What follows belongs to an exercise in optimizing a design on an open flow for small area and a short achievable clock period; a production flow would make more cautious choices. No functional check of the RTL was part of any run shown here. No activity file was given, so power comes from the tool's default toggle rates.

## design/flow/flow/run.sh

```bash
#!/bin/bash
# The standard layout (standard.sh), with three changes to how it is made:
# - synthesis maps all logic with flow/abc.script, an area-oriented ABC script (see flow/synth.tcl);
# - the port buffers use the smallest buffer cell instead of buffer_ports' default;
# - repair_timing works towards a setup slack of 10 ns at the design's clock period.
# The output of every step goes to standard.log here (ORFS's own per-step logs stay in orfs/logs).
set -euo pipefail
export FLOW_ABC_SCRIPT=$PWD/flow/abc.script
bash standard.sh SYNTH_SCRIPT=$PWD/flow/synth.tcl "BUFFER_PORTS_ARGS=-buffer_cell sky130_fd_sc_hd__buf_1" SETUP_SLACK_MARGIN=10 finish > standard.log 2>&1
```

## design/flow/flow/synth.tcl

```tcl
# synth_recipe.tcl (the standard synthesis) with two changes: ABC maps with
# flow/abc.script in place of ORFS's abc_speed.script, and full and half adders
# are not extracted into fa/ha cells first (ABC maps that logic with the rest).
# Everything else, including the register names and cells, is as in the
# standard synthesis.
proc synth {args} { yosys synth -nofsm -noshare {*}$args }
proc extract_fa {args} { }
proc abc {args} {
  set i [lsearch -exact $args -script]
  if { $i >= 0 } {
    set args [lreplace $args [expr {$i + 1}] [expr {$i + 1}] $::env(FLOW_ABC_SCRIPT)]
  }
  yosys abc {*}$args
}
source $::env(SCRIPTS_DIR)/synth.tcl
# left out here: clear keep_hierarchy, flatten, clean up, hide names made inside functions, write 1_2_yosys.v
```

## design/flow/config.mk

```make
export PLATFORM = sky130hd
export DESIGN_NAME = tod_core
export DESIGN_NICKNAME = tod_core
export VERILOG_FILES = /design/flow/design.v
export SDC_FILE = /design/flow/constraint.sdc
export NUM_CORES = 4
export LEC_CHECK = 0
export CAP_MARGIN = 20
export CORE_MARGIN = 2
export CORE_UTILIZATION = 55
export CTS_BUF_LIST = sky130_fd_sc_hd__clkbuf_4 sky130_fd_sc_hd__clkbuf_8
export SLEW_MARGIN = 20
```

## design/flow/design.v

```verilog
module tod_core #(parameter TIME_WIDTH_SUB_NS=20, TIME_WIDTH_NS=32, TIME_WIDTH_SEC=48) (
    input clk,
    input rst_n,
    input set_init_time,  
    input set_offset_time,  
    input plus_offset_time,  
    input wire [TIME_WIDTH_SUB_NS-1:0] init_time_sub_ns,
    input wire [TIME_WIDTH_NS-1:0] init_time_ns,
    input wire [TIME_WIDTH_SEC-1:0] init_time_sec,
    input wire [TIME_WIDTH_SUB_NS-1:0] offset_time_sub_ns,
    input wire [TIME_WIDTH_NS-1:0] offset_time_ns,  
    input wire [TIME_WIDTH_SUB_NS-1:0] incr_time_sub_ns,
    input wire [TIME_WIDTH_NS-1:0] incr_time_ns,
    output reg [TIME_WIDTH_SUB_NS-1:0] time_sub_ns,
    output reg [TIME_WIDTH_NS-1:0] time_ns,
    output reg [TIME_WIDTH_SEC-1:0] time_sec
);
localparam W = TIME_WIDTH_SUB_NS + TIME_WIDTH_NS;    
localparam LW = TIME_WIDTH_SUB_NS + 9;                 
localparam HW = W - LW;                                
localparam [HW-1:0] KP = 23'd1953125;                  
localparam [HW-1:0] KM = -23'd1953125;
wire minus = set_offset_time & ~plus_offset_time;
wire [W-1:0] a = {time_ns, time_sub_ns};
wire [W-1:0] b = {incr_time_ns, incr_time_sub_ns};
wire [W-1:0] c = {W{set_offset_time}} & ({offset_time_ns, offset_time_sub_ns} ^ {W{minus}});
wire [W-1:0] x = a ^ b ^ c;
wire [W-1:0] y = {(a[W-2:0] & b[W-2:0]) | (a[W-2:0] & c[W-2:0]) | (b[W-2:0] & c[W-2:0]), 1'b0};
wire [LW-1:0] lo;
wire c9;
tod_add_lo u_lo (.a(x[LW-1:0]), .b(y[LW-1:0]), .cin(minus), .s(lo), .cout(c9));
wire [HW-1:0] xu = x[W-1:LW];
wire [HW-1:0] yu = y[W-1:LW];
wire low = minus & ({1'b0, time_ns[29:28]} + {1'b0, incr_time_ns[29:28]} <= {1'b0, offset_time_ns[29:28]});
wire [HW-1:0] ks = low ? KP : KM;         
wire [HW-1:0] xk = xu ^ yu ^ ks;
wire [HW-1:0] yk = {(xu[HW-2:0] & yu[HW-2:0]) | (xu[HW-2:0] & ks[HW-2:0]) | (yu[HW-2:0] & ks[HW-2:0]), 1'b0};
wire [HW-1:0] u0, uk;
wire co0, cok;
tod_add_hi u_h0 (.a(xu), .b(yu), .cin(c9), .s(u0), .cout(co0));
tod_add_hi u_hk (.a(xk), .b(yk), .cin(c9), .s(uk), .cout(cok));
wire sec_dec = low & u0[HW-1];            
wire sec_adv = ~low & ~uk[HW-1];          
wire [HW-1:0] ns_hi = (sec_dec | sec_adv) ? uk : u0;
wire [TIME_WIDTH_SEC-1:0] ones, zeros;
assign ones[0] = 1'b1;
assign zeros[0] = 1'b1;
genvar k;
generate for (k = 1; k < TIME_WIDTH_SEC; k = k + 1) begin : g_pre
    assign ones[k] = ones[k-1] & time_sec[k-1];
    assign zeros[k] = zeros[k-1] & ~time_sec[k-1];
end endgenerate
wire ld = set_init_time;
wire adv_n = sec_adv & ~ld;
wire dec_n = sec_dec & ~ld;
wire [TIME_WIDTH_SEC-1:0] sec_q = ld ? init_time_sec : time_sec;
wire [TIME_WIDTH_SEC-1:0] sec_nxt = sec_q ^ (({TIME_WIDTH_SEC{adv_n}} & ones) | ({TIME_WIDTH_SEC{dec_n}} & zeros));
wire use_k = (sec_dec | sec_adv) & ~ld;
wire use_0 = ~(sec_dec | sec_adv) & ~ld;
wire [HW-1:0] ns_hi_nxt = ({HW{use_k}} & uk) | ({HW{use_0}} & u0) | ({HW{ld}} & init_time_ns[TIME_WIDTH_NS-1:9]);
always @(posedge clk or negedge rst_n) begin
    if (!rst_n) begin
        time_sub_ns <= {TIME_WIDTH_SUB_NS{1'b0}};
        time_ns <= {TIME_WIDTH_NS{1'b0}};
        time_sec <= {TIME_WIDTH_SEC{1'b0}};
    end
    else begin
        time_sub_ns <= ld ? init_time_sub_ns : lo[TIME_WIDTH_SUB_NS-1:0];
        time_ns <= {ns_hi_nxt, ld ? init_time_ns[8:0] : lo[LW-1:TIME_WIDTH_SUB_NS]};
        time_sec <= sec_nxt;
    end
end
endmodule
module tod_add_lo (input [28:0] a, input [28:0] b, input cin, output [28:0] s, output cout);
wire [29:0] g0 = {a & b, cin};
wire [29:0] p0 = {a ^ b, 1'b0};
wire g1_1 = g0[1] | (p0[1] & g0[0]);
wire p1_1 = p0[1] & p0[0];
wire g1_3 = g0[3] | (p0[3] & g0[2]);
wire p1_3 = p0[3] & p0[2];
wire g1_5 = g0[5] | (p0[5] & g0[4]);
wire p1_5 = p0[5] & p0[4];
wire g1_7 = g0[7] | (p0[7] & g0[6]);
wire p1_7 = p0[7] & p0[6];
wire g1_9 = g0[9] | (p0[9] & g0[8]);
wire p1_9 = p0[9] & p0[8];
wire g1_11 = g0[11] | (p0[11] & g0[10]);
wire p1_11 = p0[11] & p0[10];
wire g1_13 = g0[13] | (p0[13] & g0[12]);
wire p1_13 = p0[13] & p0[12];
wire g1_15 = g0[15] | (p0[15] & g0[14]);
wire p1_15 = p0[15] & p0[14];
wire g1_17 = g0[17] | (p0[17] & g0[16]);
wire p1_17 = p0[17] & p0[16];
wire g1_19 = g0[19] | (p0[19] & g0[18]);
wire p1_19 = p0[19] & p0[18];
wire g1_21 = g0[21] | (p0[21] & g0[20]);
wire p1_21 = p0[21] & p0[20];
wire g1_23 = g0[23] | (p0[23] & g0[22]);
wire p1_23 = p0[23] & p0[22];
wire g1_25 = g0[25] | (p0[25] & g0[24]);
wire p1_25 = p0[25] & p0[24];
wire g1_27 = g0[27] | (p0[27] & g0[26]);
wire p1_27 = p0[27] & p0[26];
wire g1_29 = g0[29] | (p0[29] & g0[28]);
wire p1_29 = p0[29] & p0[28];
wire g2_3 = g1_3 | (p1_3 & g1_1);
wire p2_3 = p1_3 & p1_1;
wire g2_7 = g1_7 | (p1_7 & g1_5);
wire p2_7 = p1_7 & p1_5;
wire g2_11 = g1_11 | (p1_11 & g1_9);
wire p2_11 = p1_11 & p1_9;
wire g2_15 = g1_15 | (p1_15 & g1_13);
wire p2_15 = p1_15 & p1_13;
wire g2_19 = g1_19 | (p1_19 & g1_17);
wire p2_19 = p1_19 & p1_17;
wire g2_23 = g1_23 | (p1_23 & g1_21);
wire p2_23 = p1_23 & p1_21;
wire g2_27 = g1_27 | (p1_27 & g1_25);
wire p2_27 = p1_27 & p1_25;
wire g3_7 = g2_7 | (p2_7 & g2_3);
wire p3_7 = p2_7 & p2_3;
wire g3_15 = g2_15 | (p2_15 & g2_11);
wire p3_15 = p2_15 & p2_11;
wire g3_23 = g2_23 | (p2_23 & g2_19);
wire p3_23 = p2_23 & p2_19;
wire g4_15 = g3_15 | (p3_15 & g3_7);
wire p4_15 = p3_15 & p3_7;
wire g5_23 = g3_23 | (p3_23 & g4_15);
wire p5_23 = p3_23 & p4_15;
wire g6_11 = g2_11 | (p2_11 & g3_7);
wire p6_11 = p2_11 & p3_7;
wire g6_19 = g2_19 | (p2_19 & g4_15);
wire p6_19 = p2_19 & p4_15;
wire g6_27 = g2_27 | (p2_27 & g5_23);
wire p6_27 = p2_27 & p5_23;
wire g7_5 = g1_5 | (p1_5 & g2_3);
wire p7_5 = p1_5 & p2_3;
wire g7_9 = g1_9 | (p1_9 & g3_7);
wire p7_9 = p1_9 & p3_7;
wire g7_13 = g1_13 | (p1_13 & g6_11);
wire p7_13 = p1_13 & p6_11;
wire g7_17 = g1_17 | (p1_17 & g4_15);
wire p7_17 = p1_17 & p4_15;
wire g7_21 = g1_21 | (p1_21 & g6_19);
wire p7_21 = p1_21 & p6_19;
wire g7_25 = g1_25 | (p1_25 & g5_23);
wire p7_25 = p1_25 & p5_23;
wire g7_29 = g1_29 | (p1_29 & g6_27);
wire p7_29 = p1_29 & p6_27;
wire g8_2 = g0[2] | (p0[2] & g1_1);
wire p8_2 = p0[2] & p1_1;
wire g8_4 = g0[4] | (p0[4] & g2_3);
wire p8_4 = p0[4] & p2_3;
wire g8_6 = g0[6] | (p0[6] & g7_5);
wire p8_6 = p0[6] & p7_5;
wire g8_8 = g0[8] | (p0[8] & g3_7);
wire p8_8 = p0[8] & p3_7;
wire g8_10 = g0[10] | (p0[10] & g7_9);
wire p8_10 = p0[10] & p7_9;
wire g8_12 = g0[12] | (p0[12] & g6_11);
wire p8_12 = p0[12] & p6_11;
wire g8_14 = g0[14] | (p0[14] & g7_13);
wire p8_14 = p0[14] & p7_13;
wire g8_16 = g0[16] | (p0[16] & g4_15);
wire p8_16 = p0[16] & p4_15;
wire g8_18 = g0[18] | (p0[18] & g7_17);
wire p8_18 = p0[18] & p7_17;
wire g8_20 = g0[20] | (p0[20] & g6_19);
wire p8_20 = p0[20] & p6_19;
wire g8_22 = g0[22] | (p0[22] & g7_21);
wire p8_22 = p0[22] & p7_21;
wire g8_24 = g0[24] | (p0[24] & g5_23);
wire p8_24 = p0[24] & p5_23;
wire g8_26 = g0[26] | (p0[26] & g7_25);
wire p8_26 = p0[26] & p7_25;
wire g8_28 = g0[28] | (p0[28] & g6_27);
wire p8_28 = p0[28] & p6_27;
wire [29:0] cy;
assign cy[0] = g0[0];
assign cy[1] = g1_1;
assign cy[2] = g8_2;
assign cy[3] = g2_3;
assign cy[4] = g8_4;
assign cy[5] = g7_5;
assign cy[6] = g8_6;
assign cy[7] = g3_7;
assign cy[8] = g8_8;
assign cy[9] = g7_9;
assign cy[10] = g8_10;
assign cy[11] = g6_11;
assign cy[12] = g8_12;
assign cy[13] = g7_13;
assign cy[14] = g8_14;
assign cy[15] = g4_15;
assign cy[16] = g8_16;
assign cy[17] = g7_17;
assign cy[18] = g8_18;
assign cy[19] = g6_19;
assign cy[20] = g8_20;
assign cy[21] = g7_21;
assign cy[22] = g8_22;
assign cy[23] = g5_23;
assign cy[24] = g8_24;
assign cy[25] = g7_25;
assign cy[26] = g8_26;
assign cy[27] = g6_27;
assign cy[28] = g8_28;
assign cy[29] = g7_29;
assign s = p0[29:1] ^ cy[28:0];
assign cout = cy[29];
endmodule
module tod_add_hi (input [22:0] a, input [22:0] b, input cin, output [22:0] s, output cout);
wire [22:0] g0 = a & b;
wire [22:0] p0 = a ^ b;
wire g1_1 = g0[1] | (p0[1] & g0[0]);
wire p1_1 = p0[1] & p0[0];
wire g1_3 = g0[3] | (p0[3] & g0[2]);
wire p1_3 = p0[3] & p0[2];
wire g1_5 = g0[5] | (p0[5] & g0[4]);
wire p1_5 = p0[5] & p0[4];
wire g1_7 = g0[7] | (p0[7] & g0[6]);
wire p1_7 = p0[7] & p0[6];
wire g1_9 = g0[9] | (p0[9] & g0[8]);
wire p1_9 = p0[9] & p0[8];
wire g1_11 = g0[11] | (p0[11] & g0[10]);
wire p1_11 = p0[11] & p0[10];
wire g1_13 = g0[13] | (p0[13] & g0[12]);
wire p1_13 = p0[13] & p0[12];
wire g1_15 = g0[15] | (p0[15] & g0[14]);
wire p1_15 = p0[15] & p0[14];
wire g1_17 = g0[17] | (p0[17] & g0[16]);
wire p1_17 = p0[17] & p0[16];
wire g1_19 = g0[19] | (p0[19] & g0[18]);
wire p1_19 = p0[19] & p0[18];
wire g1_21 = g0[21] | (p0[21] & g0[20]);
wire p1_21 = p0[21] & p0[20];
wire g2_3 = g1_3 | (p1_3 & g1_1);
wire p2_3 = p1_3 & p1_1;
wire g2_7 = g1_7 | (p1_7 & g1_5);
wire p2_7 = p1_7 & p1_5;
wire g2_11 = g1_11 | (p1_11 & g1_9);
wire p2_11 = p1_11 & p1_9;
wire g2_15 = g1_15 | (p1_15 & g1_13);
wire p2_15 = p1_15 & p1_13;
wire g2_19 = g1_19 | (p1_19 & g1_17);
wire p2_19 = p1_19 & p1_17;
wire g3_7 = g2_7 | (p2_7 & g2_3);
wire p3_7 = p2_7 & p2_3;
wire g3_15 = g2_15 | (p2_15 & g2_11);
wire p3_15 = p2_15 & p2_11;
wire g4_15 = g3_15 | (p3_15 & g3_7);
wire p4_15 = p3_15 & p3_7;
wire g5_11 = g2_11 | (p2_11 & g3_7);
wire p5_11 = p2_11 & p3_7;
wire g5_19 = g2_19 | (p2_19 & g4_15);
wire p5_19 = p2_19 & p4_15;
wire g6_5 = g1_5 | (p1_5 & g2_3);
wire p6_5 = p1_5 & p2_3;
wire g6_9 = g1_9 | (p1_9 & g3_7);
wire p6_9 = p1_9 & p3_7;
wire g6_13 = g1_13 | (p1_13 & g5_11);
wire p6_13 = p1_13 & p5_11;
wire g6_17 = g1_17 | (p1_17 & g4_15);
wire p6_17 = p1_17 & p4_15;
wire g6_21 = g1_21 | (p1_21 & g5_19);
wire p6_21 = p1_21 & p5_19;
wire g7_2 = g0[2] | (p0[2] & g1_1);
wire p7_2 = p0[2] & p1_1;
wire g7_4 = g0[4] | (p0[4] & g2_3);
wire p7_4 = p0[4] & p2_3;
wire g7_6 = g0[6] | (p0[6] & g6_5);
wire p7_6 = p0[6] & p6_5;
wire g7_8 = g0[8] | (p0[8] & g3_7);
wire p7_8 = p0[8] & p3_7;
wire g7_10 = g0[10] | (p0[10] & g6_9);
wire p7_10 = p0[10] & p6_9;
wire g7_12 = g0[12] | (p0[12] & g5_11);
wire p7_12 = p0[12] & p5_11;
wire g7_14 = g0[14] | (p0[14] & g6_13);
wire p7_14 = p0[14] & p6_13;
wire g7_16 = g0[16] | (p0[16] & g4_15);
wire p7_16 = p0[16] & p4_15;
wire g7_18 = g0[18] | (p0[18] & g6_17);
wire p7_18 = p0[18] & p6_17;
wire g7_20 = g0[20] | (p0[20] & g5_19);
wire p7_20 = p0[20] & p5_19;
wire g7_22 = g0[22] | (p0[22] & g6_21);
wire p7_22 = p0[22] & p6_21;
wire [23:0] cy;
assign cy[0] = cin;
assign cy[1] = g0[0] | (p0[0] & cin);
assign cy[2] = g1_1 | (p1_1 & cin);
assign cy[3] = g7_2 | (p7_2 & cin);
assign cy[4] = g2_3 | (p2_3 & cin);
assign cy[5] = g7_4 | (p7_4 & cin);
assign cy[6] = g6_5 | (p6_5 & cin);
assign cy[7] = g7_6 | (p7_6 & cin);
assign cy[8] = g3_7 | (p3_7 & cin);
assign cy[9] = g7_8 | (p7_8 & cin);
assign cy[10] = g6_9 | (p6_9 & cin);
assign cy[11] = g7_10 | (p7_10 & cin);
assign cy[12] = g5_11 | (p5_11 & cin);
assign cy[13] = g7_12 | (p7_12 & cin);
assign cy[14] = g6_13 | (p6_13 & cin);
assign cy[15] = g7_14 | (p7_14 & cin);
assign cy[16] = g4_15 | (p4_15 & cin);
assign cy[17] = g7_16 | (p7_16 & cin);
assign cy[18] = g6_17 | (p6_17 & cin);
assign cy[19] = g7_18 | (p7_18 & cin);
assign cy[20] = g5_19 | (p5_19 & cin);
assign cy[21] = g7_20 | (p7_20 & cin);
assign cy[22] = g6_21 | (p6_21 & cin);
assign cy[23] = g7_22 | (p7_22 & cin);
assign s = p0 ^ cy[22:0];
assign cout = cy[23];
endmodule
```

## design/flow/constraint.sdc

```tcl
create_clock -name core_clock -period 18.0 [get_ports {clk}]
set_input_delay 3.6000 -clock core_clock [delete_from_list [all_inputs] [get_ports {clk}]]
set_output_delay 3.6000 -clock core_clock [all_outputs]
set_load 0.01 [all_outputs]
```

## design/flow/standard.sh

```bash
#!/bin/bash
# synth_recipe.tcl (not shown) runs the flow's synth.tcl, then flattens the netlist and writes it again
# the make line also repeats each setting of config.mk as NAME=value (left out here)
make -C /OpenROAD-flow-scripts/flow DESIGN_CONFIG=/design/flow/config.mk WORK_HOME=/design/flow/orfs CLKGATE_MAP_FILE= SYNTH_SCRIPT=/design/flow/synth_recipe.tcl "${@:-finish}"
```

## design/flow/flow/abc.script

```
&get -n
&st
&dch -f
&nf -a
&put
```

==> reports/qor.csv, run 1 <==
metric;value;unit
wire per inst;17.0;um
Core ar.;18800;um2
Worst Path Required;18.29;ns
Max transition margin;34.6;%
number of DRC markers in iteration 0;669;
Switching Power;1.29;mW
Internal Pwr Total;1.14;mW
die height;143;um
most used cell, CP;xnor2_1;
num rows;50;
worst slew pin tran;0.981;ns
Syn. warnings;1;
Design Area, Final;12800;um2
Hold Path Class;register to register;
clock-pin transition on the worst setup and hold timing paths;0.11;ns
clk root buf;clkbuf_8;
initial core utilization;56.3;%
die width;143;um
Max Fanout on Critical Path;21;
Distinct cells, synth;55;
crit start category;input pin;
CTS H-tree lvls;3;
Clock Latency Late Sink;0.42;ns
Slowest Stage Delay on Critical Path;0.42;ns
Via-to-Cell Ratio;5.76;
status;complete, no violations;
main flop type after synthesis;dfrtp_1;
f_max;0.129;GHz
WP data arrival;8.04;ns
switch share;53.1;%
number of enable flip-flop cells after synthesis;0;
Post-DP HPWL;23000;um
area grow syn2layout;21.4;%
sequential area share after synthesis;23.7;%
CP max-delay cell;maj3_1;
GPL Wtd Cong;0.859;
Post-Synthesis Cells;1349;
# clock sinks;100;
GRT Resource Usage Total;30.4;%
Clock Tree Buf Depth;2;
Static Leak;4.73;nW
vias;11119;
Final Hold Viols;0;
total power;2.43;mW
cts bufs inserted;9;
TritonCTS clock tree;yes;
dpl ws;8.06;ns
cell area after placement;12100;um2
nets;1898;
post-layout min period;7.75;ns
clk_skew;0.0169;ns
max cap viols;0;
Synth Cell Area;10600;um2
Worst setup EP type;register;
CP top delay family;compound AO/OA/AOI/OAI gates;
Worst Hold Depth;2;
Clock Power Share;6.6;%
final worst setup slack;10.25;ns
share of post-route cells with drive strength above 1;5.02;%
wirelength, routed;32700;um
DR pass1 iterations;5;
I/O Buffers;308;
Peak VDD IR;0.149;mV
period utilisation layout;43.0;%
Power Density;189;nW/um2
sequential share of power;16.1;%
syn_nets;1558;
first-pass GRT wire length;49300;um
DRC viols;0;
Pins Over Slew Limit;0;
Core Util, Final;68.4;%
die area;20400;um2
CP Depth;18;
Logic pwr share;77.3;%
Bufs and invs on worst path;2;
initial antenna violation count;3;
Routed Antenna Nets;0;
largest net degree at the start of global routing;80;
placed insts;1899;
total gr overflow;0;
Worst R2R Path Depth;17;
post-route insts no fill;1931;
RSZ-0062 raised after global routing;false;
vias in the first global route;10023;
Fin Hold WS;0.634;ns
num ports;309;
CP cell instances;clkbuf_8, xnor2_1, a21oi_1, nand3b_1, maj3_1, o21ai_0, a21o_1, a31oi_2, o21ai_1, a21oi_2, o31a_1, o41ai_2, xnor2_1, nand2_1, nor2_1, buf_4, a32oi_1, xor2_1;
kind of critical path;input pin to register;
syn_area_per_cell;7.84;um2
asr flop ratio synth;100;%
TNS Setup;0;ns
#FFs+latches synth;100;
endpoints failing setup;0;
## repair_timing
item | in CTS | in global routing
hold buffers | 0 | 0
gates cloned | 2 | 5
pin swaps | 1 | 3
setup buffers | 1 | 5
setup endpoints to repair | 71 | 70
gates resized for setup | 23 | 40
## worst reg2reg max path, stage by stage (launching register included)
cell,delay (ns)
dfrtp_1,0.49
or4_1,0.62
nor4_1,0.37
and4_1,0.29
nor4b_1,0.43
nor4b_1,0.55
nor4b_2,0.41
nor4b_2,0.43
nor4b_1,0.60
and4_1,0.36
nor4b_1,0.42
nor4b_2,0.42
nor4b_2,0.43
nand4_1,0.27
or4_1,0.54
nor4_1,0.33
a32oi_1,0.22
xor2_1,0.18
## power groups by stage
stage	Sequential, mW	Combinational [mW]	Clock, mW
floorplan	0.413	1.32	0
global placement	0.389	1.72	0
detailed placement	0.392	1.74	0
CTS	0.388	1.77	0.161
global route	0.402	2.06	0.169
finish	0.390	1.88	0.160
## final cells by class
cell class | instances | area [um2]
tap | 234 | 293
sequential | 100 | 2500
timing repair buffer | 325 | 1420
clock buffer | 10 | 138
clock inverter | 6 | 63.8
fill | 1703 | 5930
inverter | 27 | 106
antenna | 3 | 7.51
multi-input combinational | 1226 | 8310
## state kept, by name, indices dropped and copies added, names as in the netlist
| register | cells |
|---|---|
| time_sub_ns | 20 |
| time_ns | 32 |
| time_sec | 48 |
## worst paths after layout
check	end	slack, ns	startpoint
worst max-delay path	time_sec[47]	10.25	plus_offset_time
worst min-delay path	time_sec[47]	0.63	time_sec[47]
worst max register to register	time_sec[47]	10.51	time_sec[0]
worst min register to register	time_sec[47]	0.63	time_sec[47]
max in group asynchronous	time_ns[16]	13.48	rst_n
min in group asynchronous	time_sec[21]	3.20	rst_n
## placed cells by master, fill, tap and decap left out, drive strengths merged, types with 4 or more instances in the layout
| cell | synthesis | layout |
|---|---|---|
| a21boi | 7 | 7 |
| nor4 | 17 | 17 |
| a41oi | 4 | 4 |
| nor2 | 107 | 107 |
| a211o | 4 | 4 |
| and2 | 25 | 25 |
| mux2i | 48 | 48 |
| a31oi | 24 | 24 |
| nor3 | 32 | 32 |
| o21a | 17 | 17 |
| nand2b | 31 | 31 |
| and3 | 15 | 15 |
| a22oi | 33 | 33 |
| clkbuf | 0 | 16 |
| nand2 | 194 | 195 |
| a21oi | 62 | 63 |
| dfrtp | 100 | 100 |
| a31o | 7 | 7 |
| nor3b | 5 | 5 |
| o21bai | 5 | 5 |
| nand4 | 6 | 6 |
| xnor2 | 214 | 214 |
| o21ai | 97 | 97 |
| a22o | 4 | 4 |
| o31a | 10 | 10 |
| clkinv | 27 | 28 |
| nor2b | 20 | 20 |
| buf | 0 | 318 |
| inv | 0 | 4 |
| a21o | 5 | 6 |
| and4 | 10 | 10 |
| o211ai | 4 | 4 |
| xor2 | 88 | 88 |
| o31ai | 18 | 18 |
| or2 | 22 | 22 |
| nor4b | 8 | 8 |
| or3 | 10 | 10 |
| maj3 | 21 | 21 |
| nand3 | 18 | 18 |
## Yosys cell counts, types with 8 or more instances
master	number	area, um2
nand2_1	194	728
maj3_1	21	210
clkinv_1	27	101
and2_0	25	156
nor2b_1	20	125
and4_1	10	87.6
nor2_1	107	402
o21a_1	17	128
or2_0	22	138
a21oi_1	62	310
a22oi_1	33	248
o31ai_1	18	135
a31oi_1	24	150
o21ai_0	97	485
nor4b_1	8	70.1
and3_1	15	93.8
nand2b_1	31	194
or3_1	10	62.6
nor3_1	32	160
o31a_1	10	87.6
nand3_1	18	90.1
xor2_1	88	771
nor4_1	17	106
dfrtp_1	100	2500
mux2i_1	48	480
xnor2_1	214	1870
## cells by family after synthesis
kind of cell	count (synthesis)	share of synthesized area, %
and+or+nand+nor	528	24.1
DFF	100	23.7
buffers and inverters	27	0.958
AOI/OAI and AO/OA	322	19.5
muxes	48	4.54
xor gates and xnor gates	303	25.2
adders and majority gates	21	1.99
## layer usage
layer,track usage (%),wire length [um]
met1,41.0,14400
met2,50.1,15100
met3,4.43,2380
met4,10.6,899
met5,0,0
==> inputs of run 2 (changes only) <==
--- a/design/flow/design.v
+++ b/design/flow/design.v
@@ -42,5 +42,4 @@
 wire sec_dec = low & u0[HW-1];            
 wire sec_adv = ~low & ~uk[HW-1];          
-wire [HW-1:0] ns_hi = (sec_dec | sec_adv) ? uk : u0;
 wire [TIME_WIDTH_SEC-1:0] ones, zeros;
 assign ones[0] = 1'b1;
==> design/flow/flow/run.sh (replaced) <==
#!/bin/bash
# The standard layout (standard.sh), with three changes to how it is made:
# - synthesis maps all logic with flow/abc.script, an area-oriented ABC script (see flow/synth.tcl);
# - the port buffers use the smallest buffer cell instead of buffer_ports' default;
# - repair_timing works towards a setup slack of 9.8 ns at the design's clock period.
# The output of every step goes to standard.log here (ORFS's own per-step logs stay in orfs/logs).
set -euo pipefail
export FLOW_ABC_SCRIPT=$PWD/flow/abc.script
bash standard.sh SYNTH_SCRIPT=$PWD/flow/synth.tcl "BUFFER_PORTS_ARGS=-buffer_cell sky130_fd_sc_hd__buf_1" SETUP_SLACK_MARGIN=9.8 finish > standard.log 2>&1
==> run 2 against run 1 <==
Effect of this change:
- cell area fell by 2.2%
- clock skew barely moved
- total power fell by 2.9%
- routed wire length fell by 7.1%
- register-to-register slack improved by 0.02 ns
- global-route usage fell by 1.8 points
- first-iteration DRC count fell by 19%
- final cell count fell by 0.47%
==> reports/qor.csv, run 2 <==
metric;value;unit
Worst Path Required;18.24;ns
Clock Latency Late Sink;0.41;ns
period utilisation layout;44.0;%
I/O Buffers;308;
Post-DP HPWL;22500;um
dpl ws;8.62;ns
grt met3 use;4.96;%
initial antenna violation count;0;
Hold-fix buffers, CTS;0;
sequential area share after synthesis;23.7;%
Fillers;1707;
area grow syn2layout;18.8;%
worst slew pin tran;1.00;ns
DR pass1 iterations;5;
clock-pin transition on the worst setup and hold timing paths;0.11;ns
most frequent cells in the layout;304 x buf_1, 210 x xnor2_1, 194 x nand2_1;
num rows;50;
syn_nets;1558;
max cap viols;0;
Synth Cell Area;10600;um2
Synth top cells by count;214 x xnor2_1, 194 x nand2_1, 107 x nor2_1;
Static Leak;4.60;nW
CP Depth;18;
kind of critical path;input pin to register;
die width;143;um
DRC viols;0;
Slowest Stage Delay on Critical Path;0.65;ns
asr flop ratio synth;100;%
Bufs and invs on worst path;2;
number of enable flip-flop cells after synthesis;0;
clk_skew;0.0170;ns
Synth area leader;dfrtp_1;
endpoints failing setup;0;
num ports;309;
RSZ-0062 raised after global routing;true;
Pins Over Slew Limit;0;
CP top delay family;compound AO/OA/AOI/OAI gates;
cts bufs inserted;9;
M2 GR Usage;49.8;%
Biggest register;time_sec;
main flop type after synthesis;dfrtp_1;
nets;1892;
first-pass GRT wire length;47300;um
Worst Hold Depth;2;
Power Density;188;nW/um2
CP cell instances;clkbuf_4, buf_16, xnor2_2, and3_1, or3_1, maj3_1, o31ai_1, a21o_1, a31oi_2, o21ai_1, a21oi_1, o31a_2, o41ai_2, xnor2_1, nand2_1, nor2_1, nor2_1, o21ai_0;
Synth area leaders;dfrtp_1 24%, xnor2_1 18%, xor2_1 7.3%;
vias;10749;
largest net degree at the start of global routing;69;
Post-Synthesis Cells;1349;
number of DRC markers in iteration 0;541;
total power;2.36;mW
Core ar.;18800;um2
GRT Resource Usage Total;28.6;%
syn_area_per_cell;7.84;um2
area fraction of the dominant cell type after synthesis;23.7;%
Max transition margin;33.1;%
status;complete, no violations;
Max Fanout on Critical Path;27;
TritonCTS clock tree;yes;
top-count cell post-synth;xnor2_1;
post-layout min period;7.92;ns
CTS H-tree lvls;3;
#FFs+latches synth;100;
wirelength, routed;30400;um
CP max-delay cell;nor2_1;
Via-to-Cell Ratio;5.59;
vias in the first global route;10018;
TNS Setup;0;ns
post-route insts no fill;1922;
cell area after placement;12100;um2
WP data arrival;8.17;ns
Core Util, Final;66.9;%
f_max;0.126;GHz
Routed Antenna Nets;0;
die height;143;um
wire per inst;15.8;um
Syn. warnings;1;
Hold Path Class;register to register;
share of post-route cells with drive strength above 1;3.32;%
Largest register FFs;48;
Clock Tree Buf Depth;2;
most used cell, CP;nor2_1;
Final Hold Viols;0;
Top Usage Layer GRT;met2;
clk root buf;clkbuf_8;
Peak VDD IR;0.117;mV
Design Area, Final;12600;um2
most common cell after layout, fill and taps aside;buf_1;
Worst setup EP type;register;
met1 Track Usage GR;36.4;%
die area;20400;um2
Worst R2R Path Depth;17;
initial core utilization;56.3;%
GPL Wtd Cong;0.862;
final worst setup slack;10.08;ns
biggest regs;time_sec: 48 flops, time_ns: 32 flops, time_sub_ns: 20 flops;
# clock sinks;100;
crit start category;input pin;
total gr overflow;0;
placed insts;1903;
Distinct cells, synth;55;
final antenna diode count;0;
Fin Hold WS;0.624;ns
[run 2: worst paths after layout]
path                                  start               to  slack (ns)
setup reg to reg                time_sec[0]     time_sec[47]       10.53
hold / removal                 time_sec[39]     time_sec[39]        0.62
setup / recovery           plus_offset_time      time_ns[30]       10.08
hold reg to reg                time_sec[39]     time_sec[39]        0.62
min in group asynchronous             rst_n      time_sec[9]        3.16
max in group asynchronous             rst_n  time_sub_ns[12]       13.45
[run 2: worst reg2reg max path: stages (launching register included)]
cell,delay [ns]
dfrtp_1,0.49
or4_1,0.63
nor4_1,0.38
and4_1,0.30
nor4b_1,0.43
nor4b_1,0.45
nor4b_1,0.54
nor4b_1,0.51
nor4b_1,0.53
and4_1,0.32
nor4b_1,0.40
nor4b_1,0.52
nor4b_2,0.44
nand4_1,0.22
or4_1,0.51
nor4_1,0.31
a32oi_1,0.20
xor2_1,0.17
[run 2: cell type report]
type	count	area (um2)	area share [%]
inverters	27	104	0.827
clock buffers	11	145	1.16
clock inverters	5	61.3	0.488
well taps	234	293	2.33
flip-flops and latches	100	2500	19.9
multi-input cells	1224	8120	64.6
repair buffers	321	1340	10.7
[run 2: repair_timing]
| item | 4_1_cts | 5_1_grt |
|---|---|---|
| resized for setup | 12 | 26 |
| setup buffers | 0 | 0 |
| pin swaps | 0 | 1 |
| gates cloned | 0 | 3 |
| endpoints found under the setup margin | 70 | 70 |
[run 2: routing by layer]
metal | routed length [um] | vias to the layer above
met2 | 14400 | 284
met5 | 0 | -
met1 | 13500 | 4949
met4 | 607 | 0
met3 | 1950 | 33
li1 | - | 5483
[run 2: cells by family after synthesis]
| logic type | after synthesis | share of synthesized area (%) |
|---|---|---|
| AOI/OAI and AO/OA | 322 | 19.5 |
| xor gates and xnor gates | 303 | 25.2 |
| adders and majority gates | 21 | 1.99 |
| buffers and inverters | 27 | 0.958 |
| DFF | 100 | 23.7 |
| muxes | 48 | 4.54 |
| and+or+nand+nor | 528 | 24.1 |
[run 2: power breakdown]
part	internal (mW)	switching, mW
logic	0.741	1.07
registers	0.306	0.0816
clock network	0.0704	0.0912
total	1.12	1.24
==> inputs of run 3 (changes only) <==
--- a/design/flow/design.v
+++ b/design/flow/design.v
@@ -32,5 +32,5 @@
 wire [HW-1:0] xu = x[W-1:LW];
 wire [HW-1:0] yu = y[W-1:LW];
-wire low = minus & ({1'b0, time_ns[29:28]} + {1'b0, incr_time_ns[29:28]} <= {1'b0, offset_time_ns[29:28]});
+wire low = minus & ({1'b0, time_ns[31:28]} + {1'b0, incr_time_ns[31:28]} <= {1'b0, offset_time_ns[31:28]});
 wire [HW-1:0] ks = low ? KP : KM;         
 wire [HW-1:0] xk = xu ^ yu ^ ks;
@@ -42,4 +42,5 @@
 wire sec_dec = low & u0[HW-1];            
 wire sec_adv = ~low & ~uk[HW-1];          
+wire [HW-1:0] ns_hi = (sec_dec | sec_adv) ? uk : u0;
 wire [TIME_WIDTH_SEC-1:0] ones, zeros;
 assign ones[0] = 1'b1;
@@ -50,12 +51,5 @@
     assign zeros[k] = zeros[k-1] & ~time_sec[k-1];
 end endgenerate
-wire ld = set_init_time;
-wire adv_n = sec_adv & ~ld;
-wire dec_n = sec_dec & ~ld;
-wire [TIME_WIDTH_SEC-1:0] sec_q = ld ? init_time_sec : time_sec;
-wire [TIME_WIDTH_SEC-1:0] sec_nxt = sec_q ^ (({TIME_WIDTH_SEC{adv_n}} & ones) | ({TIME_WIDTH_SEC{dec_n}} & zeros));
-wire use_k = (sec_dec | sec_adv) & ~ld;
-wire use_0 = ~(sec_dec | sec_adv) & ~ld;
-wire [HW-1:0] ns_hi_nxt = ({HW{use_k}} & uk) | ({HW{use_0}} & u0) | ({HW{ld}} & init_time_ns[TIME_WIDTH_NS-1:9]);
+wire [TIME_WIDTH_SEC-1:0] sec_nxt = time_sec ^ (({TIME_WIDTH_SEC{sec_adv}} & ones) | ({TIME_WIDTH_SEC{sec_dec}} & zeros));
 always @(posedge clk or negedge rst_n) begin
     if (!rst_n) begin
@@ -64,7 +58,12 @@
         time_sec <= {TIME_WIDTH_SEC{1'b0}};
     end
+    else if (set_init_time) begin
+        time_sub_ns <= init_time_sub_ns;
+        time_ns <= init_time_ns;
+        time_sec <= init_time_sec;
+    end
     else begin
-        time_sub_ns <= ld ? init_time_sub_ns : lo[TIME_WIDTH_SUB_NS-1:0];
-        time_ns <= {ns_hi_nxt, ld ? init_time_ns[8:0] : lo[LW-1:TIME_WIDTH_SUB_NS]};
+        time_sub_ns <= lo[TIME_WIDTH_SUB_NS-1:0];
+        time_ns <= {ns_hi, lo[LW-1:TIME_WIDTH_SUB_NS]};
         time_sec <= sec_nxt;
     end
@@ -104,107 +103,147 @@
 wire g1_29 = g0[29] | (p0[29] & g0[28]);
 wire p1_29 = p0[29] & p0[28];
+wire g2_2 = g0[2] | (p0[2] & g1_1);
+wire p2_2 = p0[2] & p1_1;
 wire g2_3 = g1_3 | (p1_3 & g1_1);
 wire p2_3 = p1_3 & p1_1;
+wire g2_6 = g0[6] | (p0[6] & g1_5);
+wire p2_6 = p0[6] & p1_5;
 wire g2_7 = g1_7 | (p1_7 & g1_5);
 wire p2_7 = p1_7 & p1_5;
+wire g2_10 = g0[10] | (p0[10] & g1_9);
+wire p2_10 = p0[10] & p1_9;
 wire g2_11 = g1_11 | (p1_11 & g1_9);
 wire p2_11 = p1_11 & p1_9;
+wire g2_14 = g0[14] | (p0[14] & g1_13);
+wire p2_14 = p0[14] & p1_13;
 wire g2_15 = g1_15 | (p1_15 & g1_13);
 wire p2_15 = p1_15 & p1_13;
+wire g2_18 = g0[18] | (p0[18] & g1_17);
+wire p2_18 = p0[18] & p1_17;
 wire g2_19 = g1_19 | (p1_19 & g1_17);
 wire p2_19 = p1_19 & p1_17;
+wire g2_22 = g0[22] | (p0[22] & g1_21);
+wire p2_22 = p0[22] & p1_21;
 wire g2_23 = g1_23 | (p1_23 & g1_21);
 wire p2_23 = p1_23 & p1_21;
+wire g2_26 = g0[26] | (p0[26] & g1_25);
+wire p2_26 = p0[26] & p1_25;
 wire g2_27 = g1_27 | (p1_27 & g1_25);
 wire p2_27 = p1_27 & p1_25;
+wire g3_4 = g0[4] | (p0[4] & g2_3);
+wire p3_4 = p0[4] & p2_3;
+wire g3_5 = g1_5 | (p1_5 & g2_3);
+wire p3_5 = p1_5 & p2_3;
+wire g3_6 = g2_6 | (p2_6 & g2_3);
+wire p3_6 = p2_6 & p2_3;
 wire g3_7 = g2_7 | (p2_7 & g2_3);
 wire p3_7 = p2_7 & p2_3;
+wire g3_12 = g0[12] | (p0[12] & g2_11);
+wire p3_12 = p0[12] & p2_11;
+wire g3_13 = g1_13 | (p1_13 & g2_11);
+wire p3_13 = p1_13 & p2_11;
+wire g3_14 = g2_14 | (p2_14 & g2_11);
+wire p3_14 = p2_14 & p2_11;
 wire g3_15 = g2_15 | (p2_15 & g2_11);
 wire p3_15 = p2_15 & p2_11;
+wire g3_20 = g0[20] | (p0[20] & g2_19);
+wire p3_20 = p0[20] & p2_19;
+wire g3_21 = g1_21 | (p1_21 & g2_19);
+wire p3_21 = p1_21 & p2_19;
+wire g3_22 = g2_22 | (p2_22 & g2_19);
+wire p3_22 = p2_22 & p2_19;
 wire g3_23 = g2_23 | (p2_23 & g2_19);
 wire p3_23 = p2_23 & p2_19;
+wire g3_28 = g0[28] | (p0[28] & g2_27);
+wire p3_28 = p0[28] & p2_27;
+wire g3_29 = g1_29 | (p1_29 & g2_27);
+wire p3_29 = p1_29 & p2_27;
+wire g4_8 = g0[8] | (p0[8] & g3_7);
+wire p4_8 = p0[8] & p3_7;
+wire g4_9 = g1_9 | (p1_9 & g3_7);
+wire p4_9 = p1_9 & p3_7;
+wire g4_10 = g2_10 | (p2_10 & g3_7);
+wire p4_10 = p2_10 & p3_7;
+wire g4_11 = g2_11 | (p2_11 & g3_7);
+wire p4_11 = p2_11 & p3_7;
+wire g4_12 = g3_12 | (p3_12 & g3_7);
+wire p4_12 = p3_12 & p3_7;
+wire g4_13 = g3_13 | (p3_13 & g3_7);
+wire p4_13 = p3_13 & p3_7;
+wire g4_14 = g3_14 | (p3_14 & g3_7);
+wire p4_14 = p3_14 & p3_7;
 wire g4_15 = g3_15 | (p3_15 & g3_7);
 wire p4_15 = p3_15 & p3_7;
+wire g4_24 = g0[24] | (p0[24] & g3_23);
+wire p4_24 = p0[24] & p3_23;
+wire g4_25 = g1_25 | (p1_25 & g3_23);
+wire p4_25 = p1_25 & p3_23;
+wire g4_26 = g2_26 | (p2_26 & g3_23);
+wire p4_26 = p2_26 & p3_23;
+wire g4_27 = g2_27 | (p2_27 & g3_23);
+wire p4_27 = p2_27 & p3_23;
+wire g4_28 = g3_28 | (p3_28 & g3_23);
+wire p4_28 = p3_28 & p3_23;
+wire g4_29 = g3_29 | (p3_29 & g3_23);
+wire p4_29 = p3_29 & p3_23;
+wire g5_16 = g0[16] | (p0[16] & g4_15);
+wire p5_16 = p0[16] & p4_15;
+wire g5_17 = g1_17 | (p1_17 & g4_15);
+wire p5_17 = p1_17 & p4_15;
+wire g5_18 = g2_18 | (p2_18 & g4_15);
+wire p5_18 = p2_18 & p4_15;
+wire g5_19 = g2_19 | (p2_19 & g4_15);
+wire p5_19 = p2_19 & p4_15;
+wire g5_20 = g3_20 | (p3_20 & g4_15);
+wire p5_20 = p3_20 & p4_15;
+wire g5_21 = g3_21 | (p3_21 & g4_15);
+wire p5_21 = p3_21 & p4_15;
+wire g5_22 = g3_22 | (p3_22 & g4_15);
+wire p5_22 = p3_22 & p4_15;
 wire g5_23 = g3_23 | (p3_23 & g4_15);
 wire p5_23 = p3_23 & p4_15;
-wire g6_11 = g2_11 | (p2_11 & g3_7);
-wire p6_11 = p2_11 & p3_7;
-wire g6_19 = g2_19 | (p2_19 & g4_15);
-wire p6_19 = p2_19 & p4_15;
-wire g6_27 = g2_27 | (p2_27 & g5_23);
-wire p6_27 = p2_27 & p5_23;
-wire g7_5 = g1_5 | (p1_5 & g2_3);
-wire p7_5 = p1_5 & p2_3;
-wire g7_9 = g1_9 | (p1_9 & g3_7);
-wire p7_9 = p1_9 & p3_7;
-wire g7_13 = g1_13 | (p1_13 & g6_11);
-wire p7_13 = p1_13 & p6_11;
-wire g7_17 = g1_17 | (p1_17 & g4_15);
-wire p7_17 = p1_17 & p4_15;
-wire g7_21 = g1_21 | (p1_21 & g6_19);
-wire p7_21 = p1_21 & p6_19;
-wire g7_25 = g1_25 | (p1_25 & g5_23);
-wire p7_25 = p1_25 & p5_23;
-wire g7_29 = g1_29 | (p1_29 & g6_27);
-wire p7_29 = p1_29 & p6_27;
-wire g8_2 = g0[2] | (p0[2] & g1_1);
-wire p8_2 = p0[2] & p1_1;
-wire g8_4 = g0[4] | (p0[4] & g2_3);
-wire p8_4 = p0[4] & p2_3;
-wire g8_6 = g0[6] | (p0[6] & g7_5);
-wire p8_6 = p0[6] & p7_5;
-wire g8_8 = g0[8] | (p0[8] & g3_7);
-wire p8_8 = p0[8] & p3_7;
-wire g8_10 = g0[10] | (p0[10] & g7_9);
-wire p8_10 = p0[10] & p7_9;
-wire g8_12 = g0[12] | (p0[12] & g6_11);
-wire p8_12 = p0[12] & p6_11;
-wire g8_14 = g0[14] | (p0[14] & g7_13);
-wire p8_14 = p0[14] & p7_13;
-wire g8_16 = g0[16] | (p0[16] & g4_15);
-wire p8_16 = p0[16] & p4_15;
-wire g8_18 = g0[18] | (p0[18] & g7_17);
-wire p8_18 = p0[18] & p7_17;
-wire g8_20 = g0[20] | (p0[20] & g6_19);
-wire p8_20 = p0[20] & p6_19;
-wire g8_22 = g0[22] | (p0[22] & g7_21);
-wire p8_22 = p0[22] & p7_21;
-wire g8_24 = g0[24] | (p0[24] & g5_23);
-wire p8_24 = p0[24] & p5_23;
-wire g8_26 = g0[26] | (p0[26] & g7_25);
-wire p8_26 = p0[26] & p7_25;
-wire g8_28 = g0[28] | (p0[28] & g6_27);
-wire p8_28 = p0[28] & p6_27;
+wire g5_24 = g4_24 | (p4_24 & g4_15);
+wire p5_24 = p4_24 & p4_15;
+wire g5_25 = g4_25 | (p4_25 & g4_15);
+wire p5_25 = p4_25 & p4_15;
+wire g5_26 = g4_26 | (p4_26 & g4_15);
+wire p5_26 = p4_26 & p4_15;
+wire g5_27 = g4_27 | (p4_27 & g4_15);
+wire p5_27 = p4_27 & p4_15;
+wire g5_28 = g4_28 | (p4_28 & g4_15);
+wire p5_28 = p4_28 & p4_15;
+wire g5_29 = g4_29 | (p4_29 & g4_15);
+wire p5_29 = p4_29 & p4_15;
 wire [29:0] cy;
 assign cy[0] = g0[0];
 assign cy[1] = g1_1;
-assign cy[2] = g8_2;
+assign cy[2] = g2_2;
 assign cy[3] = g2_3;
-assign cy[4] = g8_4;
-assign cy[5] = g7_5;
-assign cy[6] = g8_6;
+assign cy[4] = g3_4;
+assign cy[5] = g3_5;
+assign cy[6] = g3_6;
 assign cy[7] = g3_7;
-assign cy[8] = g8_8;
-assign cy[9] = g7_9;
-assign cy[10] = g8_10;
-assign cy[11] = g6_11;
-assign cy[12] = g8_12;
-assign cy[13] = g7_13;
-assign cy[14] = g8_14;
+assign cy[8] = g4_8;
+assign cy[9] = g4_9;
+assign cy[10] = g4_10;
+assign cy[11] = g4_11;
+assign cy[12] = g4_12;
+assign cy[13] = g4_13;
+assign cy[14] = g4_14;
 assign cy[15] = g4_15;
-assign cy[16] = g8_16;
-assign cy[17] = g7_17;
-assign cy[18] = g8_18;
-assign cy[19] = g6_19;
-assign cy[20] = g8_20;
-assign cy[21] = g7_21;
-assign cy[22] = g8_22;
+assign cy[16] = g5_16;
+assign cy[17] = g5_17;
+assign cy[18] = g5_18;
+assign cy[19] = g5_19;
+assign cy[20] = g5_20;
+assign cy[21] = g5_21;
+assign cy[22] = g5_22;
 assign cy[23] = g5_23;
-assign cy[24] = g8_24;
-assign cy[25] = g7_25;
-assign cy[26] = g8_26;
-assign cy[27] = g6_27;
-assign cy[28] = g8_28;
-assign cy[29] = g7_29;
+assign cy[24] = g5_24;
+assign cy[25] = g5_25;
+assign cy[26] = g5_26;
+assign cy[27] = g5_27;
+assign cy[28] = g5_28;
+assign cy[29] = g5_29;
 assign s = p0[29:1] ^ cy[28:0];
 assign cout = cy[29];
==> design/flow/flow/run.sh (replaced) <==
#!/bin/bash
# The standard layout (standard.sh), with three changes to how it is made:
# - synthesis maps all logic with flow/abc.script, an area-oriented ABC script (see flow/synth.tcl);
# - the port buffers use the smallest buffer cell instead of buffer_ports' default;
# - repair_timing works towards a setup slack of 10 ns at the design's clock period.
# The output of every step goes to standard.log here (ORFS's own per-step logs stay in orfs/logs).
set -euo pipefail
export FLOW_ABC_SCRIPT=$PWD/flow/abc.script
bash standard.sh SYNTH_SCRIPT=$PWD/flow/synth.tcl "BUFFER_PORTS_ARGS=-buffer_cell sky130_fd_sc_hd__buf_1" SETUP_SLACK_MARGIN=10 finish > standard.log 2>&1
--- a/design/flow/config.mk
+++ b/design/flow/config.mk
@@ -8,5 +8,4 @@
 export CAP_MARGIN = 20
 export CORE_MARGIN = 2
-export CORE_UTILIZATION = 55
-export CTS_BUF_LIST = sky130_fd_sc_hd__clkbuf_4 sky130_fd_sc_hd__clkbuf_8
+export CORE_UTILIZATION = 40
 export SLEW_MARGIN = 20
==> run 3 against run 2 <==
Effect of this change:
- sequential share of layout area decreased by 1.4 points
- core utilization shrank 15 points
- largest power group unchanged
- register-to-register slack improved by 0.22 ns
- highest routed layer unchanged
- fmax increased by 1.3%
- sequential power about the same
- combinational power up 37%
- clock skew is 0.0010 ns higher
==> reports/qor.csv, run 3 <==
metric;value;unit
CP cell instances;clkbuf_4, xor2_4, nand3_1, a311oi_2, a211oi_2, buf_4, o22a_4, o31ai_2, or3_1, nand4_1, nor4_2, a221o_1, a41o_1, a21oi_4, o31ai_4, xnor2_4, nand2b_4, o32a_1, xnor2_1, o21ai_0;
Fin Hold WS;0.600;ns
Bufs and invs on worst path;2;
Synth area leader;dfrtp_1;
vias in the first global route;10828;
Max Fanout on Critical Path;13;
Final Hold Viols;0;
I/O Buffers;308;
DR pass1 iterations;5;
die height;166;um
post-layout min period;7.83;ns
max cap viols;0;
Hold Path Class;register to register;
GRT Resource Usage Total;24.6;%
num ports;309;
sequential area share after synthesis;23.9;%
#FFs+latches synth;100;
num rows;59;
RSZ-0062 raised after global routing;true;
largest net degree at the start of global routing;110;
asr flop ratio synth;100;%
kind of critical path;input pin to register;
TNS Setup;0;ns
endpoints failing setup;0;
crit start category;input pin;
clock-pin transition on the worst setup and hold timing paths;0.09;ns
biggest regs;time_sec: 48 flops, time_ns: 32 flops, time_sub_ns: 20 flops;
number of enable flip-flop cells after synthesis;0;
initial antenna violation count;1;
nets;2021;
Routed Antenna Nets;0;
post-route insts no fill;2152;
Slowest Stage Delay on Critical Path;0.43;ns
cell area after placement;12200;um2
Pins Over Slew Limit;0;
Core ar.;25900;um2
DRC viols;0;
Clock Latency Late Sink;0.36;ns
initial core utilization;40.5;%
wire per inst;17.0;um
number of DRC markers in iteration 0;577;
Clock Tree Buf Depth;2;
clk_skew;0.0181;ns
top-count cell post-synth;nand2_1;
Post-DP HPWL;25400;um
Worst Path Required;18.20;ns
vias;11776;
share of post-route cells with drive strength above 1;8.04;%
Design Area, Final;13500;um2
most frequent cells in the layout;302 x buf_1, 252 x nand2_1, 185 x xnor2_1;
clk root buf;clkbuf_16;
wirelength, routed;36600;um
WP data arrival;8.03;ns
CTS H-tree lvls;3;
die width;166;um
CP top delay family;compound AO/OA/AOI/OAI gates;
status;complete, no violations;
Max transition margin;35.2;%
die area;27500;um2
Synth top cells by count;256 x nand2_1, 206 x xnor2_1, 177 x o21ai_0;
period utilisation layout;43.5;%
syn_nets;1653;
Synth area leaders;dfrtp_1 24%, xnor2_1 17%, nand2_1 9.2%;
placed insts;2093;
area grow syn2layout;28.6;%
cts bufs inserted;9;
GPL Wtd Cong;0.855;
syn_area_per_cell;7.26;um2
main flop type after synthesis;dfrtp_1;
# clock sinks;100;
CP max-delay cell;a311oi_2;
most common cell after layout, fill and taps aside;buf_1;
Post-Synthesis Cells;1444;
Distinct cells, synth;60;
Peak VDD IR;0.146;mV
Core Util, Final;52.1;%
Power Density;227;nW/um2
Via-to-Cell Ratio;5.47;
TritonCTS clock tree;yes;
total gr overflow;0;
Static Leak;5.02;nW
Synth Cell Area;10500;um2
area fraction of the dominant cell type after synthesis;23.9;%
worst slew pin tran;0.972;ns
Worst setup EP type;register;
Syn. warnings;1;
first-pass GRT wire length;55600;um
Biggest register;time_sec;
f_max;0.128;GHz
Largest register FFs;48;
final antenna diode count;0;
run 3: changes by cell type in the layout (fill, tap and decap cells not counted), moves of 13 or more:
cell,change
xor2_1,-15
a22oi_1,-23
mux2i_1,-47
xnor2_2,+15
buf_4,+23
o21ai_0,+66
xnor2_1,-25
nor2_1,+13
nand2_1,+58
run 3: cell type report:
cell class              count  area, um2
well taps                 335        419
repair buffers            351       1700
clock inverters             7       55.1
inverters                  33        124
clock buffers               9        225
multi-input cells        1317       8470
fillers                  2642      12400
flip-flops and latches    100       2500
run 3: cells by family after synthesis:
family / Yosys count / synth area share (%)
flip-flops: 100 / 23.9
buffers and inverters: 33 / 1.18
adder cells (fa/ha/maj): 12 / 1.15
AND/OR/NAND/NOR: 619 / 27.6
multiplexers: 1 / 0.0954
AO/OA/AOI/OAI: 399 / 22.8
XOR/XNOR: 280 / 23.4
run 3: power breakdown:
| group | switching, mW | leakage, nW | internal, mW |
|---|---|---|---|
| sequential | 0.0837 | 1.20 | 0.302 |
| clock | 0.105 | 0.139 | 0.0964 |
| combinational | 1.40 | 3.68 | 1.07 |
run 3: worst paths after layout:
check / cells after the start / to / start / slack [ns]
max in group asynchronous: 2 / time_ns[8] / rst_n / 13.49
min: 2 / time_sec[47] / time_sec[47] / 0.60
max reg2reg: 18 / time_sec[47] / time_sec[0] / 10.75
min reg2reg: 2 / time_sec[47] / time_sec[47] / 0.60
max: 20 / time_sec[20] / incr_time_ns[29] / 10.17
min in group asynchronous: 1 / time_sec[19] / rst_n / 3.38
run 3: stage by stage:
| stage | setup WS [ns] | total power [mW] |
|---|---|---|
| floorplan | 10.02 | 1.81 |
| global placement | 8.13 | 2.23 |
| detailed placement | 7.79 | 2.25 |
| CTS | 10.01 | 2.85 |
| global route | 9.88 | 3.31 |
| finish | 10.17 | 3.06 |
run 3: what timing repair did:
| action | CTS | global route |
|---|---|---|
| buffers inserted | 23 | 9 |
| resized for setup | 48 | 71 |
| hold buffers | 0 | 0 |
| cloned | 6 | 5 |
| setup endpoints to repair | 71 | 70 |
| pin swaps | 15 | 19 |
run 3: routing by layer:
| metal | vias to the layer above | share of wire (%) | track usage, % |
|---|---|---|---|
| li1 | 5856 | - | - |
| met1 | 5532 | 45 | 32.6 |
| met2 | 342 | 47 | 40.1 |
| met3 | 46 | 6.3 | 5.12 |
| met4 | 0 | 2.2 | 7.83 |
| met5 | - | 0 | 0 |
run 3: tightest hold or removal path, cell delays in order, from the launching register on:
cell and delay (ns):
dfrtp_1 0.38, o21bai_1 0.12, a31oi_1 0.07

separate check: timing with driven ports:
In the flow no input, the clock included, has a driving cell. The finished layouts below were timed again as built, in two steps. Step 1: set_driving_cell puts a clkbuf_16 on clk and a buf_2 on each other input, an assumption about the parent block. Step 2 times the ports against the registers' clock, not the clock port: input delays grow and output delays shrink by t, the midpoint of the rising clock arrivals with the driver on. Three values: ideal ports, drivers, drivers and shift; two values: the first two.
| run | t (ns) | slack for setup (ns) | worst setup path after step 2 |
|---|---|---|---|
| run 1 | 0.453 | 10.252 / 10.269 / 9.817 | input to register |
| run 2 | 0.441 | 10.075 / 10.098 / 9.657 | input to register |
| run 3 | 0.398 | 10.175 / 10.132 / 9.734 | input to register |
After both steps every run listed still meets setup and hold. The setup slack of run 3, which loses most, moves by -0.043 ns with the drivers and by -0.441 ns with both steps.
